This is an optimization exercise on Yosys and OpenROAD, whose aim is small area, a short achievable clock period and few clock cycles per item, not a production implementation.
In this exercise RTL edits were held to simulation tests only and were not proved equivalent to the original.

File: constraint.sdc
create_clock -name core_clock -period 7.0 [get_ports {clk}]
set_input_delay 1.4000 -clock core_clock [delete_from_list [all_inputs] [get_ports {clk}]]
set_output_delay 1.4000 -clock core_clock [all_outputs]
set_load 0.01 [all_outputs]
File: design.v
`timescale 1ns / 1ps
module adder_speck(ain1,
             ain2,
             add_out
    );
    input [63:0] ain1;
    input [63:0] ain2;
    output [63:0] add_out;
    assign add_out = ain1+ain2;
endmodule
`timescale 1ns / 1ps
module shift_right_speck(in,
                   out
    );
    input[63:0] in;
    output[63:0] out;
    assign out = (in>>7);
endmodule
`timescale 1ns / 1ps
module shift_left_speck(in,
                  out
    );
    input[63:0] in;
    output[63:0] out;
    assign out = (in<<2);
endmodule
`timescale 1ns / 1ps
module adder_rc4(input [3:0] in1,in2,
             output [4:0] out
    );
        assign out = in1+in2;
endmodule
`timescale 1ns / 1ps
module mod16_rc4(input  [4:0] in,
              output [3:0] out
    );
    assign out = (in % 16);
endmodule
`timescale 1ns / 1ps
module speck_rc4_keygen (
    input             clk,
    input             rst,
    input             start,
    input      [63:0] X,
    input      [63:0] Y1,
    input      [63:0] K1,
    input      [63:0] H1,
    input      [3:0]  add_to_read,
    output            ready,
    output     [3:0]  out,
    output     [31:0] final_out
);
    localparam ST_IDLE  = 3'd0,
               ST_SPECK = 3'd1,
               ST_HLOAD = 3'd2,
               ST_HASH  = 3'd3,
               ST_KSA   = 3'd4,
               ST_PRGA  = 3'd5;
    reg [2:0]  state;
    reg [3:0]  cnt;      
    reg [1:0]  ph;       
    reg [3:0]  j;
    reg [3:0]  n;        
    reg [63:0] xr, yr, kr, h1r, hr;
    reg [3:0]  S  [0:15];
    reg [3:0]  ks [0:15];
    wire [63:0] x_shr, x_add, x_new, y_shl, y_new;
    shift_right_speck sr  (.in(xr), .out(x_shr));              
    adder_speck       add (.ain1(x_shr), .ain2(yr), .add_out(x_add));
    assign x_new = x_add ^ kr;
    shift_left_speck  sl  (.in(yr), .out(y_shl));              
    assign y_new = x_new ^ y_shl;
    wire [63:0] h_shr, h_shl, h_add, h_new;
    shift_right_speck sr1  (.in(hr), .out(h_shr));
    shift_left_speck  sl1  (.in(hr), .out(h_shl));
    adder_speck       add1 (.ain1(h_shr), .ain2(kr), .add_out(h_add));
    assign h_new = h_add ^ h_shl;
    wire [3:0] key_i = hr[63 - 4*cnt -: 4];
    wire [3:0] s_i   = S[cnt];
    wire [4:0] a1, a2, a3, a4;
    wire [3:0] j_ksa, i_next, j_prga, t_idx;
    adder_rc4 ad1 (.in1(s_i), .in2(key_i), .out(a1));
    adder_rc4 ad2 (.in1(a1[3:0]), .in2(j), .out(a2));
    mod16_rc4 m1  (.in(a2), .out(j_ksa));
    assign i_next = cnt + 4'd1;
    adder_rc4 ad3 (.in1(j), .in2(S[i_next]), .out(a3));
    mod16_rc4 m2  (.in(a3), .out(j_prga));
    adder_rc4 ad4 (.in1(S[cnt]), .in2(S[j]), .out(a4));
    mod16_rc4 m3  (.in(a4), .out(t_idx));
    integer q;
    always @(posedge clk) begin
        if (rst) begin
            state <= ST_IDLE;
        end else begin
            case (state)
            ST_IDLE: begin
                if (start) begin
                    xr    <= X;
                    yr    <= Y1;
                    kr    <= K1;
                    h1r   <= H1;
                    cnt   <= 4'd0;
                    state <= ST_SPECK;
                end
            end
            ST_SPECK: begin
                xr  <= x_new;
                yr  <= y_new;
                cnt <= cnt + 4'd1;
                if (cnt == 4'd7)
                    state <= ST_HLOAD;
            end
            ST_HLOAD: begin
                hr    <= xr ^ yr ^ h1r;
                cnt   <= 4'd0;
                state <= ST_HASH;
            end
            ST_HASH: begin
                hr  <= h_new;
                cnt <= cnt + 4'd1;
                if (cnt == 4'd7) begin
                    cnt   <= 4'd0;
                    j     <= 4'd0;
                    ph    <= 2'd0;
                    for (q = 0; q < 16; q = q + 1)
                        S[q] <= q[3:0];
                    state <= ST_KSA;
                end
            end
            ST_KSA: begin
                if (ph == 2'd0) begin
                    j  <= j_ksa;
                    ph <= 2'd1;
                end else begin
                    S[cnt] <= S[j];
                    S[j]   <= S[cnt];
                    ph     <= 2'd0;
                    cnt    <= cnt + 4'd1;
                    if (cnt == 4'd15) begin
                        cnt   <= 4'd0;
                        j     <= 4'd0;
                        n     <= 4'd0;
                        state <= ST_PRGA;
                    end
                end
            end
            ST_PRGA: begin
                if (ph == 2'd0) begin
                    cnt <= i_next;
                    j   <= j_prga;
                    ph  <= 2'd1;
                end else if (ph == 2'd1) begin
                    S[cnt] <= S[j];
                    S[j]   <= S[cnt];
                    ph     <= 2'd2;
                end else begin
                    ks[n] <= S[t_idx];
                    n     <= n + 4'd1;
                    ph    <= 2'd0;
                    if (n == 4'd15)
                        state <= ST_IDLE;
                end
            end
            default: state <= ST_IDLE;
            endcase
        end
    end
    assign ready = (state == ST_IDLE);
    assign out   = ks[add_to_read];
    assign final_out = {ks[0] ^ ks[2],  ks[1] ^ ks[3],
                        ks[4] ^ ks[6],  ks[5] ^ ks[7],
                        ks[8] ^ ks[10], ks[9] ^ ks[11],
                        ks[12] ^ ks[14], ks[13] ^ ks[15]};
endmodule
File: run.sh
#!/bin/bash
# synth_recipe.tcl (not shown) runs the flow's synth.tcl, then flattens the netlist and writes it again
# the make line also repeats each setting of config.mk as NAME=value (left out here)
make -C /OpenROAD-flow-scripts/flow DESIGN_CONFIG=/design/flow/config.mk WORK_HOME=/design/flow/orfs CLKGATE_MAP_FILE= SYNTH_SCRIPT=/design/flow/synth_recipe.tcl finish
File: config.mk
export PLATFORM = sky130hd
export DESIGN_NAME = speck_rc4_keygen
export DESIGN_NICKNAME = speck_rc4_keygen
export VERILOG_FILES = /design/flow/design.v
export SDC_FILE = /design/flow/constraint.sdc
export NUM_CORES = 4
export LEC_CHECK = 0
export CAP_MARGIN = 20
export CORE_MARGIN = 2
export CORE_UTILIZATION = 40
export SLEW_MARGIN = 20
==> impl_metrics.csv, run 1 <==
group,metric,value,unit
outcome,outcome,"timing/DRC/antenna clean",
placement,finalWeightedCongestion,0.965,
synth,ys_top_cells_by_area,"edfxtp_1 (45%), xnor2_1 (9.1%), mux4_2 (7.3%), ha_1 (5.2%), xor2_1 (4.4%)",
synth,synthesis.nets,3204,
routing,drtIter0Drc,2290,
clock_network,cts_buffer_depth,3,
synth,synth_edf_count,462,
floorplan,fp-row-count,102,
finish,finalNetCount,3453,
grt,antenna_found_initial,5,
min_path,hold_class,"flop to flop",
sta,fin_worst_skew,0.0317,ns
synth,avgSynthCellArea,11.0,um2
synth,yosys_warnings,1,
routing,route.detailed.drc,0,
worst_setup_path,cp_data_arrival_time,3.74,ns
sta,setup-violations-final,0,
floorplan,core_area,0.0771,mm2
routing,ant_nets,0,
synth,ys_seq_area_share,45.5,%
floorplan,die_w,282,um
placement,place_hpwl,73900,um
routing,num_vias,23700,
worst_setup_path,worstSetupPathType,"primary input to primary output",
worst_setup_path,critPathMaxFanout,16,
synth,synthFlopType,"edfxtp_1",
sta,finalCritPeriodShare,73.4,%
sta,post-route-min-period,5.14,ns
finish,nFillCells,7098,
sta,rsz0062_at_grt,"no",
sta,worst_hold_slack,0.655,ns
synth,syn_inst,2804,
sta,setup-tns-final,0,ns
synth,synth_cell_types,84,
placement,preCtsSetupSlack,1.41,ns
clock_network,htree_levels,2,
flow_run,cap_viol_max_count,0,
grt,grt_pass1_wl,147000,um
clock_network,clock-sinks,473,
finish,drive_above_1_share,8.89,%
floorplan,floorplan.initialDensity,40.2,%
floorplan,die-area,0.0797,mm2
worst_setup_path,crit_path_start_kind,"primary input",
clock_network,postCtsSetupBuffers,0,
finish,syn2layout_area_growth,18.8,%
finish,final_cell_area,0.0368,mm2
synth,yosys.area.top_type_share,44.8,%
clock_network,insertion_delay,0.64,ns
placement,dpl-instance-area,0.0351,mm2
clock_network,cts_tree,"yes",
routing,routed_wirelength,96400,um
grt,grt_pass1_vias,24300,
sta,finalHoldViolations,0,
grt,grt_start_max_net_pins,232,
floorplan,die_h,282,um
routing,wl_per_cell,23.3,um
floorplan,ios,300,
clock_network,numCtsBuffers,52,
clock_network,cts_hold_buffers,0,
placement,port_buffers,299,
grt,grt-ovfl-total,0,
worst_setup_path,critical_path_required,5.60,ns
sta,timing_worst_slew_pin_value,0.987,ns
synth,async_flop_share,0,%
sta,maxSlewHeadroom,34.0,%
synth,netlist_area,0.0310,mm2
sta,fmax,195,MHz
clock_network,root_buffer,"clkbuf_16",
finish,post-route-util,47.7,%
routing,vias_per_cell,5.72,
clock_network,cts_resized,0,
worst_setup_path,end_kind,"primary output",
synth,yosys.area.top_type,"edfxtp_1",
synth,synth-seq-cells,473,
routing,drtPass1Iterations,6,
sta,finalWorstSetupSlack,1.86,ns
sta,drv_slew,0,
clock_network,clkSlewWorstSetupHoldPaths,0.06,ns
grt,grt_usage,24.0,%
==> synthesized netlist by cell type (all sizes together) (11+ instances only) <==
master	number
o21ai	255
edfxtp	462
a211oi	12
nand3	47
o21bai	17
xor2	157
or3	13
nor2b	15
clkbuf	123
nor2	140
buf	16
a21o	82
nor3	36
and2	17
mux2i	20
nand2b	14
nand4	27
a21oi	136
nand2	322
xnor2	322
dfxtp	11
o22ai	32
inv	55
o211ai	15
mux2	18
a31oi	26
mux4	100
a22oi	30
and3	19
ha	129
==> registers in the layout, summed over array words and instances, names as in the netlist, named ones only <==
register,count
ks,64
hr,64
cnt,4
xr,64
n,4
state,3
ph,2
kr,64
yr,64
j,4
h1r,64
S,64
==> metrics by stage <==
| step | std cells |
|---|---|
| 3_5_place_dp | 4038 |
| 3_3_place_gp | 4038 |
| 6_report | 4136 |
| 4_1_cts | 4133 |
| 5_1_grt | 4134 |
| 2_1_floorplan | 2804 |
==> final cells by class <==
cell class              count  area, um2  area share [%]
diodes                      2       5.00          0.0136
clock buffers              61       1340            3.63
clock inverters            34        360           0.979
inverters                  55        206           0.561
multi-input cells        2137      16200            44.0
flip-flops and latches    473      14100            38.3
well taps                1040       1300            3.54
repair buffers            334       3300            8.95
==> cells by family (layout without fill, tap and decap cells) <==
group	after synthesis	after routing	synth area share, %
buffers and inverters	194	484	2.36
AO/OA/AOI/OAI	702	702	14.3
adder cells (fa/ha/maj)	137	137	5.73
flip-flops	473	473	45.5
AND/OR/NAND/NOR	678	678	9.76
multiplexers	138	138	8.57
XOR/XNOR	482	482	13.8
other	0	2	0
==> cells in the final DEF (no fill, tap or decap), types with 16 or more instances in the layout <==
master	instances
mux4_2	100
clkbuf_16	52
a22oi_1	30
nor3_1	35
a21o_1	82
ha_1	129
clkdlybuf4s50_1	298
xor2_1	157
nor2_1	140
nand3_1	46
mux2i_1	20
o21bai_1	16
a21oi_1	134
inv_1	55
edfxtp_1	462
o21ai_0	235
buf_4	32
o22ai_1	32
and3_1	18
mux2_2	18
nand4_1	27
nand2_1	322
a31oi_1	25
xnor2_1	321
==> worst max-delay path, cell delays in order <==
cell	delay, ns
clkdlybuf4s50_1	0.95
mux4_2	0.42
mux4_2	0.47
clkdlybuf4s50_1	0.49
==> metal layers <==
metal | vias to the layer above | part of all wire [%] | track usage, %
li1 | 10900 | - | -
met1 | 11500 | 43 | 33.0
met2 | 995 | 47 | 39.4
met3 | 176 | 6.9 | 3.58
met4 | 6 | 3.0 | 7.12
met5 | - | 0.033 | 0
==> worst paths after layout <==
| kind | startpoint | endpoint | slack (ns) | cells after the start |
|---|---|---|---|---|
| max | add_to_read[1] | out[0] | 1.86 | 4 |
| min | n[0] | n[0] | 0.65 | 1 |
| min reg2reg | n[0] | n[0] | 0.65 | 1 |
| max reg2reg | cnt[1] | flop | 2.07 | 19 |
Testbench counts, summed over its fixed seeds: cycles 31,360, items 320.
==> run 2: changes to the inputs <==
==> design.v (replaced) <==
`timescale 1ns / 1ps
module adder_speck(ain1,
             ain2,
             add_out
    );
    input [63:0] ain1;
    input [63:0] ain2;
    output [63:0] add_out;
    assign add_out = ain1+ain2;
endmodule
`timescale 1ns / 1ps
module shift_right_speck(in,
                   out
    );
    input[63:0] in;
    output[63:0] out;
    assign out = (in>>7);
endmodule
`timescale 1ns / 1ps
module shift_left_speck(in,
                  out
    );
    input[63:0] in;
    output[63:0] out;
    assign out = (in<<2);
endmodule
`timescale 1ns / 1ps
module adder_rc4(input [3:0] in1,in2,
             output [4:0] out
    );
        assign out = in1+in2;
endmodule
`timescale 1ns / 1ps
module mod16_rc4(input  [4:0] in,
              output [3:0] out
    );
    assign out = (in % 16);
endmodule
`timescale 1ns / 1ps
module speck_rc4_keygen (
    input             clk,
    input             rst,
    input             start,
    input      [63:0] X,
    input      [63:0] Y1,
    input      [63:0] K1,
    input      [63:0] H1,
    input      [3:0]  add_to_read,
    output            ready,
    output     [3:0]  out,
    output     [31:0] final_out
);
    localparam ST_IDLE  = 3'd0,
               ST_SPECK = 3'd1,
               ST_HASH  = 3'd2,
               ST_KSA   = 3'd3,
               ST_PRGA  = 3'd4;
    reg [2:0]  state;
    reg [3:0]  cnt;
    reg [3:0]  j;
    reg [63:0] A, B, K, C;
    wire        is_hash = (state == ST_HASH);
    wire [63:0] sum     = (A >> 7) + (is_hash ? K : B);
    wire [63:0] r_new   = sum ^ (is_hash ? (A << 2) : K);   
    wire [63:0] y_new   = r_new ^ (B << 2);
    wire [63:0] h0      = (y_new << 2) ^ C;                 
    wire [3:0] S [0:15];
    genvar gi;
    generate
        for (gi = 0; gi < 16; gi = gi + 1) begin : g_s
            assign S[gi] = B[4*gi +: 4];
        end
    endgenerate
    wire [3:0] key = A[63:60];
    wire [3:0] si  = S[cnt];
    wire [3:0] jn  = j + si + ((state == ST_KSA) ? key : 4'd0);
    wire [3:0] sj  = S[jn];
    wire [3:0] t   = si + sj;
    wire [3:0] ks  = (t == cnt) ? sj : (t == jn) ? si : S[t];
    reg [63:0] B_swap;
    integer p;
    always @* begin
        for (p = 0; p < 16; p = p + 1)
            B_swap[4*p +: 4] = (p[3:0] == jn) ? si :
                               (p[3:0] == cnt) ? sj : S[p];
    end
    reg [63:0] S_init;
    always @* begin
        for (p = 0; p < 16; p = p + 1)
            S_init[4*p +: 4] = p[3:0];
    end
    always @(posedge clk) begin
        if (rst) begin
            state <= ST_IDLE;
        end else begin
            case (state)
            ST_IDLE: begin
                if (start) begin
                    cnt   <= 4'd0;
                    state <= ST_SPECK;
                end
            end
            ST_SPECK: begin
                cnt <= cnt + 4'd1;
                if (cnt == 4'd6) begin
                    cnt   <= 4'd0;
                    state <= ST_HASH;
                end
            end
            ST_HASH: begin
                cnt <= cnt + 4'd1;
                j   <= 4'd0;
                if (cnt == 4'd7) begin
                    cnt   <= 4'd0;
                    state <= ST_KSA;
                end
            end
            ST_KSA: begin
                cnt <= cnt + 4'd1;
                j   <= jn;
                if (cnt == 4'd15) begin
                    cnt   <= 4'd1;
                    j     <= 4'd0;
                    state <= ST_PRGA;
                end
            end
            ST_PRGA: begin
                cnt <= cnt + 4'd1;
                j   <= jn;
                if (cnt == 4'd0)
                    state <= ST_IDLE;
            end
            default: state <= ST_IDLE;
            endcase
        end
    end
    always @(posedge clk) begin
        case (state)
        ST_IDLE: begin
            if (start)
                A <= X;
            B <= Y1;
            K <= K1;
            C <= H1;
        end
        ST_SPECK: begin
            A <= (cnt == 4'd6) ? h0 : r_new;
            B <= y_new;
        end
        ST_HASH: begin
            A <= r_new;
            B <= S_init;
        end
        default: begin    
            A <= {A[59:0], ks};
            B <= B_swap;
        end
        endcase
    end
    assign ready = (state == ST_IDLE);
    wire [3:0] KS [0:15];
    generate
        for (gi = 0; gi < 16; gi = gi + 1) begin : g_ks
            assign KS[gi] = A[63 - 4*gi -: 4];
        end
    endgenerate
    assign out       = KS[add_to_read];
    assign final_out = {KS[0] ^ KS[2],  KS[1] ^ KS[3],
                        KS[4] ^ KS[6],  KS[5] ^ KS[7],
                        KS[8] ^ KS[10], KS[9] ^ KS[11],
                        KS[12] ^ KS[14], KS[13] ^ KS[15]};
endmodule
==> run 2 against run 1 <==
Now fails the layout checks on negative setup slack. Sequential cell count fell by 206. Synthesized cell count is 12% lower. Sequential share of layout area down 10 points. Largest cell class unchanged.
==> impl_metrics.csv, run 2 <==
group,metric,value,unit
clock_network,cts_buffer_depth,3,
worst_setup_path,worstRegToRegCells,30,
outcome,outcome,"failed layout checks",
clock_network,insertion_delay,0.57,ns
floorplan,die-area,0.0574,mm2
grt,grt_usage,40.2,%
flow_run,cap_viol_max_count,0,
finish,layout_common_cells,"nand2_1 (368), clkdlybuf4s50_1 (299), edfxtp_1 (264)",
finish,diodes,0,
worst_setup_path,cp-startpoint,"cnt[0]",
sta,worst_hold_slack,0.599,ns
sta,timing_worst_slew_pin_value,1.22,ns
synth,synth_cell_types,83,
synth,yosys.area.top_type_share,35.7,%
grt,grt-ovfl-total,0,
floorplan,fp-row-count,86,
clock_network,htree_levels,2,
synth,synth_edf_count,264,
sta,fin_worst_skew,0.0246,ns
synth,ys_top_cells_by_area,"edfxtp_1 (36%), xnor2_1 (8.0%), nand2_1 (6.3%), mux2i_1 (5.7%), xor2_1 (4.8%)",
grt,grt_start_max_net_pins,125,
sta,post-route-min-period,7.11,ns
grt,grt_pass1_vias,22200,
synth,yosys_warnings,1,
sta,rsz0062_at_grt,"yes",
sta,setup-violations-final,4,
synth,syn_inst,2464,
sta,setup-tns-final,-0.155,ns
routing,num_vias,23200,
grt,antenna_found_initial,7,
synth,synthesis.nets,2798,
worst_setup_path,end_kind,"flop",
worst_setup_path,cp_data_arrival_time,7.35,ns
synth,netlist_area,0.0222,mm2
floorplan,core_area,0.0550,mm2
sta,maxSlewHeadroom,18.4,%
clock_network,clock-sinks,267,
floorplan,ios,300,
synth,ys_seq_area_share,36.0,%
clock_network,clkSlewWorstSetupHoldPaths,0.06,ns
outcome,violatedChecks,"negative setup slack",
sta,drv_slew,0,
floorplan,die_w,240,um
routing,route.detailed.drc,0,
floorplan,die_h,240,um
finish,final_common_cell,"nand2_1",
sta,finalWorstSetupSlack,-0.114,ns
floorplan,floorplan.initialDensity,40.4,%
clock_network,cts_tree,"yes",
sta,fmax,141,MHz
sta,finalHoldViolations,0,
routing,ant_nets,0,
worst_setup_path,r2r_slack,-0.11,ns
routing,wl_per_cell,32.5,um
placement,place_hpwl,90300,um
routing,drtPass1Iterations,6,
synth,synth_most_common_cell,"nand2_1",
placement,port_buffers,299,
synth,ys_top_cells_by_count,"nand2_1 (372), edfxtp_1 (264), xnor2_1 (202), a21oi_1 (178), nor2_1 (161)",
finish,syn2layout_area_growth,28.2,%
sta,finalCritPeriodShare,102,%
worst_setup_path,critPathMaxFanout,19,
synth,async_flop_share,0,%
synth,synth-seq-cells,267,
worst_setup_path,r2r-start,"cnt[0]",
synth,synthFlopType,"edfxtp_1",
placement,finalWeightedCongestion,1.05,
worst_setup_path,crit_path_start_kind,"flop",
worst_setup_path,cpPeakStageDelay,0.54,ns
min_path,hold_class,"flop to flop",
worst_setup_path,crit_end,"A[0]",
worst_setup_path,worstSetupPathType,"flop to flop",
synth,yosys.area.top_type,"edfxtp_1",
worst_setup_path,cp_slowest_cell,"mux4_2",
worst_setup_path,r2r_end,"A[0]",
synth,avgSynthCellArea,9.01,um2
clock_network,root_buffer,"clkbuf_16",
routing,routed_wirelength,118000,um
routing,vias_per_cell,6.41,
finish,finalNetCount,3175,
routing,drtIter0Drc,2836,
worst_setup_path,critical_path_required,7.24,ns
finish,drive_above_1_share,11.6,%
grt,grt_pass1_wl,164000,um
clock_network,numCtsBuffers,36,
## run 2: changes by cell type after synthesis, sizes merged, moves of 22 or more
cell,previous run,this run
mux4,100,7
a221oi,9,36
mux2i,20,126
a222oi,0,22
a22oi,30,52
o21ai,255,156
nand2,322,373
a21o,82,38
xnor2,322,202
ha,129,65
a21oi,136,179
xor2,157,122
edfxtp,462,264
nor2,140,162
## run 2: metrics by stage
step / area, um2 / cells / utilization (%) / worst slack (ns)
finish: 28400 / 3612 / 51.7 / -0.114
global route: 28400 / 3612 / 51.7 / -0.374
CTS: 28400 / 3610 / 51.6 / 0.00179
detailed placement: 27200 / 3544 / 49.4 / -0.106
global placement: 27100 / 3544 / 49.4 / -0.0870
floorplan: 22300 / 2464 / - / -0.0230
## run 2: how the worst min path moves through the flow
stage | to | depth (start not counted) | start
2_1_floorplan | A[48] | 1 | C[48]
3_3_place_gp | A[48] | 1 | C[48]
3_5_place_dp | A[48] | 1 | C[48]
4_1_cts | A[48] | 1 | C[48]
5_1_grt | A[48] | 1 | C[48]
6_report | A[48] | 1 | C[48]
## run 2: what timing repair did
item	CTS	global route
pin swaps	5	10
resized for setup	6	15
setup endpoints to repair	4	4
hold buffers	0	0
setup buffers	5	2
## run 2: cell families (layout without fill, tap and decap cells)
logic type,count (synthesis),after routing,share of synthesized area (%)
AO/OA/AOI/OAI,730,730,21.8
XOR/XNOR,329,329,13.3
adder cells (fa/ha/maj),71,71,4.20
buffers and inverters,208,608,3.70
flip-flops,267,267,36.0
multiplexers,149,149,7.20
AND/OR/NAND/NOR,710,710,13.8
## run 2: worst max-delay path, delay by kind of cell, from the launching register on
kind            cells  cell delay [ns]
xor+xnor            4             0.76
compound gates      8             1.55
simple gates        4             0.46
mux                 3             1.33
fa+ha+maj           5             1.50
flops               1             0.48
buf+inv             6             0.68
## run 2: final cells by class
type | instances | area [um2]
Timing Repair Buffer | 501 | 4600
Sequential cell | 267 | 7990
Tap cell | 748 | 936
Clock buffer | 41 | 941
Fill cell | 5188 | 26500
Clock inverter | 20 | 204
Multi-Input combinational cell | 1989 | 13600
Inverter | 46 | 179
## run 2: per-layer routing
metal	part of all wire, %	up-vias	GRT usage [%]
li1	-	9865	-
met1	40	11300	53.1
met2	43	1687	61.3
met3	11	343	8.59
met4	6.3	10	21.9
met5	0.059	-	0
Testbench counts of run 2, summed over its fixed seeds: cycles 15,360, items 320.

[static timing again, ports no longer ideal]
In the flow no input, the clock included, has a driving cell. The finished layouts below were timed again as built, in two steps. Step 1, drivers: a clkbuf_16 drives clk and a buf_2 each remaining input, both assumed. Step 2 also shifts input and output timing later by t, the mid clock arrival at the registers, as if the neighbouring blocks saw the same clock. a / b / c = ideal ports / drivers / drivers and shift; a / b = the first two.
run	shift t [ns]	setup slack, ns	slew at the worst register clock pin (ns)
run 1	0.688	1.863 / 1.835 / 1.835	0.07 / 0.07
run 2	0.618	-0.114 / -0.114 / -0.114	0.07 / 0.07
For run 1, which loses most, drivers alone change the setup slack by -0.028 ns; drivers and shift together by -0.028 ns.
